What follows belongs to an exercise in optimizing a design on an open flow for small area; a production flow would make more cautious choices. Function was checked by simulation only, so behaviour that the tests miss may differ from the original.

==> module buzzer, before the edit <==
module buzzer(
input clk,
input rst,
input up,
input down,
output buzzer_out
    );
    reg [1:0]  song;
    reg [11:0] tune;       
    reg        fin;        
    reg [8:0]  slot;       
    reg        match;      
    reg [8:0]  cnt;        
    reg        wave;
    function [8:0] pre_match;
        input [3:0] n;
        begin
            case (n)
            4'd0: pre_match = 9'h001;   
            4'd1: pre_match = 9'h1c4;   
            4'd3: pre_match = 9'h064;   
            4'd5: pre_match = 9'h01d;   
            4'd6: pre_match = 9'h138;   
            4'd7: pre_match = 9'h1d7;   
            4'd8: pre_match = 9'h1d2;   
            4'd9: pre_match = 9'h0bb;   
            4'd10: pre_match = 9'h014;   
            4'd11: pre_match = 9'h154;   
            4'd12: pre_match = 9'h05a;   
            4'd13: pre_match = 9'h16e;   
            4'd14: pre_match = 9'h083;   
            4'd15: pre_match = 9'h174;   
            default: pre_match = 9'h001;
            endcase
        end
    endfunction
    wire [4:0] raw;
    song_table table0(.a({song, tune[8:0]}), .q(raw));
    wire       in_song   = (tune[11:9] == 3'd0) & ~fin;
    wire       next_cont = in_song & raw[4];
    wire       slot_end  = (slot == 9'h0c4);
    wire       fin_flip  = fin & (tune[8:0] == 9'd399) & (slot == 9'h0df);
    wire       flip      = match | (slot_end & ~fin & ~next_cont) | fin_flip;
    always @(posedge clk)
    begin
        if (~rst) begin
            song <= 2'd0;
            tune <= 12'd0;
            fin  <= 1'b0;
            slot <= 9'h001;
        end
        else begin
            if (up | down) begin
                song <= up ? song - 2'd1 : song + 2'd1;
                tune <= 12'd0;
                fin  <= 1'b0;
                slot <= 9'h001;
            end
            else if (fin_flip) begin
                tune <= 12'd0;
                slot <= 9'h001;
            end
            else if (slot_end) begin
                slot <= 9'h001;
                if (tune[11]) begin
                    fin  <= 1'b1;
                    tune <= 12'd0;
                end
                else
                    tune <= tune + 12'd1;
            end
            else
                slot <= {slot[7:0], slot[8] ^ slot[4]};
        end
    end
    always @(posedge clk)
        match <= rst & ~flip & in_song & (cnt == pre_match(raw[3:0]));
    always @(posedge clk)
    begin
        if (~rst) begin
            wave <= 1'b0;
            cnt  <= 9'h126;
        end
        else begin
            if (flip) begin
                wave <= ~wave;
                cnt  <= 9'h04d;
            end
            else
                cnt <= {cnt[7:0], cnt[8] ^ cnt[4] ^ ((cnt[7:0] == 8'd0) & cnt[8])};
        end
    end
    assign buzzer_out = wave;
endmodule
==> module top_flyinglogo, before the edit <==
module top_flyinglogo(clk, rst, hsync, vsync, vga_r, vga_g, vga_b, buzzer_out, button, rom_addr, rom_data);
   input           clk;
   input           rst;
   input [1:0]     button;
   output          hsync;
   output          vsync;
   output [3:0]    vga_r;
   output [3:0]    vga_g;
   output [3:0]    vga_b;
   output [16:0]   rom_addr;
   input  [11:0]   rom_data;
   output          buzzer_out;
   reg             rst_n;      
   wire            go_up, go_down;
   wire [9:0]      h_cnt;
   wire [10:0]     line_base;
   wire            line_odd;
   always @(posedge clk)
      rst_n <= ~rst;
   toPosedge btnUp(clk, rst_n, button[1], go_up);
   toPosedge btnDown(clk, rst_n, button[0], go_down);
   buzzer Buzzer(clk, rst, go_up, go_down, buzzer_out);
   vga_640x480 u2(.pclk(clk), .reset(rst_n), .hsync(hsync), .vsync(vsync),
                  .h_cnt(h_cnt), .line_base(line_base), .line_odd(line_odd));
   logo_rom u1(.h_cnt(h_cnt), .line_base(line_base), .rom_addr(rom_addr));
   reg             up_d, down_d;
   reg  [1:0]      focus_d;    
   reg  [6:0]      tick_cnt;   
   reg  [3:0]      grey;       
   reg             darking;
   wire            tick     = (h_cnt == 10'd110) || (h_cnt == 10'd310) ||
                              (h_cnt == 10'd510) || (h_cnt == 10'd710);
   wire            fade_end = tick && (tick_cnt == 7'h01);
   always @(posedge clk) begin
      up_d   <= go_up & ~rst_n;
      down_d <= go_down & ~rst_n;
      if (rst_n)
         focus_d <= 2'd0;
      else if (up_d)
         focus_d <= focus_d - 2'd1;
      else if (down_d)
         focus_d <= focus_d + 2'd1;
      if (rst_n || (tick && tick_cnt == 7'h70))
         tick_cnt <= 7'h01;
      else if (tick)
         tick_cnt <= {tick_cnt[5:0], tick_cnt[6] ^ tick_cnt[5]};
      if (rst_n) begin
         grey    <= 4'd14;
         darking <= 1'b0;
      end
      else if (fade_end) begin
         grey    <= darking ? grey - 4'd1 : grey + 4'd1;
         if ((darking && grey == 4'd1) || (!darking && grey == 4'd14))
            darking <= ~darking;
      end
   end
   wire row_vis = (line_base == 11'd2041 && line_odd) || (line_base == 11'd2046) ||
                  (line_base < 11'd1192) || (line_base == 11'd1193 && !line_odd);
   wire visible = (h_cnt >= 10'd254) && (h_cnt < 10'd894) && row_vis;
   wire band1   = (line_base == 11'd2046) || (line_base < 11'd396);
   wire band2   = (line_base >= 11'd396) && (line_base < 11'd796);
   wire band3   = (line_base >= 11'd796) && (line_base < 11'd1956);
   wire in_band = (band1 && focus_d == 2'd1) || (band2 && focus_d == 2'd2) ||
                  (band3 && focus_d == 2'd3);
   wire grey_on = in_band && (rom_data != 12'd0);
   wire [11:0] pix = grey_on ? {grey, grey, grey} : rom_data;
   wire [11:0] vga_data = visible ? pix : 12'd0;
   assign vga_r = vga_data[11:8];
   assign vga_g = vga_data[7:4];
   assign vga_b = vga_data[3:0];
endmodule
==> flow/config.mk <==
export PLATFORM = sky130hd
export DESIGN_NAME = top_flyinglogo
export DESIGN_NICKNAME = top_flyinglogo
export VERILOG_FILES = /design/flow/design.v
export SDC_FILE = /design/flow/constraint.sdc
export NUM_CORES = 4
export LEC_CHECK = 0
export CAP_MARGIN = 20
export CORE_MARGIN = 2
export CORE_UTILIZATION = 40
export CTS_BUF_LIST = sky130_fd_sc_hd__clkbuf_8
export SLEW_MARGIN = 20
export SYNTH_MEMORY_MAX_BITS = 65536
==> flow/constraint.sdc <==
create_clock -name core_clock -period 10.0 [get_ports {clk}]
set_input_delay 2.0000 -clock core_clock [delete_from_list [all_inputs] [get_ports {clk}]]
set_output_delay 2.0000 -clock core_clock [all_outputs]
set_load 0.01 [all_outputs]
standard.sh (not shown) runs the stock make flow with config.mk's settings and CLKGATE_MAP_FILE= SYNTH_SCRIPT=/design/flow/synth_recipe.tcl, a recipe that flattens the netlist after the stock synthesis.
==> flow/flow/run.sh <==
#!/bin/bash
# Own layout flow: the standard ORFS flow (standard.sh), with these changes:
#  * synthesis maps logic with an area-oriented ABC script (flow/area.abc) in
#    place of ORFS's speed script, and leaves adders to ABC instead of mapping
#    them to half/full-adder cells (ADDER_MAP_FILE empty). Everything else in
#    synthesis is the standard flow's own: synth_recipe.tcl is sourced unchanged and only
#    the abc call's -script argument is redirected;
#  * ports are buffered with sky130_fd_sc_hd__buf_1;
#  * clock tree synthesis uses clkbuf_8 and inserts no dummy loads.
# The make output (all tools) goes to flow_make.log in the work folder; ORFS
# keeps each step's log under orfs/logs/.
set -euo pipefail
W=$(pwd)
export AREA_ABC_SCRIPT="$W/flow/area.abc"
{
  echo 'proc abc {args} {'
  echo '  set i [lsearch -exact $args -script]'
  echo '  if {$i >= 0} { lset args [expr {$i + 1}] $::env(AREA_ABC_SCRIPT) }'
  echo '  yosys abc {*}$args'
  echo '}'
  cat "$W/synth_recipe.tcl"
} > "$W/area_synth.tcl"
EXTRA="SYNTH_SCRIPT=$W/area_synth.tcl ADDER_MAP_FILE= BUFFER_PORTS_ARGS='-buffer_cell sky130_fd_sc_hd__buf_1'"
EXTRA="$EXTRA CTS_ARGS='-sink_clustering_enable -repair_clock_nets -buf_list sky130_fd_sc_hd__clkbuf_8 -dont_use_dummy_load'"
sed -e "s#SYNTH_SCRIPT=[^ ]*#$EXTRA#" "$W/standard.sh" > "$W/area_standard.sh"
bash "$W/area_standard.sh" > "$W/flow_make.log" 2>&1
test -f "$W/out/final.def"
==> flow/flow/area.abc <==
strash
dc2
dch -f
if -K 4 -a
mfs2
strash
dc2
dch -f
amap
mfs2
strash
dch -f
amap
topo
The baseline finished clean.
Edit:
--- a/flow/design.v
+++ b/flow/design.v
@@ -38,6 +38,7 @@
     wire [4:0] raw;
     song_table table0(.a({song, tune[8:0]}), .q(raw));
     wire       in_song   = (tune[11:9] == 3'd0) & ~fin;
+    wire [3:0] note      = in_song ? raw[3:0] : 4'd0;
     wire       next_cont = in_song & raw[4];
     wire       slot_end  = (slot == 9'h0c4);
     wire       fin_flip  = fin & (tune[8:0] == 9'd399) & (slot == 9'h0df);
@@ -75,7 +76,7 @@
         end
     end
     always @(posedge clk)
-        match <= rst & ~flip & in_song & (cnt == pre_match(raw[3:0]));
+        match <= ~flip & (cnt == pre_match(note));
     always @(posedge clk)
     begin
         if (~rst) begin
@@ -1065,12 +1066,14 @@
    logo_rom u1(.h_cnt(h_cnt), .line_base(line_base), .rom_addr(rom_addr));
    reg             up_d, down_d;
    reg  [1:0]      focus_d;    
-   reg  [6:0]      tick_cnt;   
+   reg  [6:0]      line_cnt;   
    reg  [3:0]      grey;       
    reg             darking;
-   wire            tick     = (h_cnt == 10'd110) || (h_cnt == 10'd310) ||
-                              (h_cnt == 10'd510) || (h_cnt == 10'd710);
-   wire            fade_end = tick && (tick_cnt == 7'h01);
+   wire            line_end = (h_cnt == 10'd909);
+   wire            fade_end = (line_cnt == 7'h01 && h_cnt == 10'd110) ||
+                              (line_cnt == 7'h0b && h_cnt == 10'd310) ||
+                              (line_cnt == 7'h44 && h_cnt == 10'd510) ||
+                              (line_cnt == 7'h69 && h_cnt == 10'd710);
    always @(posedge clk) begin
       up_d   <= go_up & ~rst_n;
       down_d <= go_down & ~rst_n;
@@ -1080,10 +1083,10 @@
          focus_d <= focus_d - 2'd1;
       else if (down_d)
          focus_d <= focus_d + 2'd1;
-      if (rst_n || (tick && tick_cnt == 7'h70))
-         tick_cnt <= 7'h01;
-      else if (tick)
-         tick_cnt <= {tick_cnt[5:0], tick_cnt[6] ^ tick_cnt[5]};
+      if (rst_n || (line_end && line_cnt == 7'h70))
+         line_cnt <= 7'h01;
+      else if (line_end)
+         line_cnt <= {line_cnt[5:0], line_cnt[6] ^ line_cnt[5]};
       if (rst_n) begin
          grey    <= 4'd14;
          darking <= 1'b0;
=> Setup slack improves by 0.17 ns. Clock-buffer cell count stays the same. Wire length increases by 0.97%. Via count increases by 0.75%. Die area increases by 2.1%. Critical path depth increases by 3. Non-clock buffer count increases by 4. Hold slack improves by 0.010 ns. Final area increases by 2.6%.

port drivers added, routing unchanged:
The results above use ideal ports. As a check the final layouts listed here were re-extracted and re-timed, cells and wires unchanged.
Step 1 (the two cells are an assumption about what drives the block):
set clk [get_ports {clk}]
set_driving_cell -lib_cell sky130_fd_sc_hd__clkbuf_16 $clk
set_driving_cell -lib_cell sky130_fd_sc_hd__buf_2 [delete_from_list [all_inputs] $clk]
Step 2, shift: input delay + t, output delay - t, t = (earliest + latest rising clock arrival at the registers) / 2. This alone moves slack from input paths to output paths.
Slacks: no drivers / after step 1 / after step 2; pairs: no drivers / after step 1.
run | shift t [ns] | slack for setup (ns) | latest minus earliest clock arrival (ns)
the first run | 0.399 | 3.120 / 3.120 / 3.120 | 0.031 / 0.032
the second run | 0.394 | 3.289 / 3.289 / 3.289 | 0.021 / 0.021
After both steps every run listed still meets setup and hold.
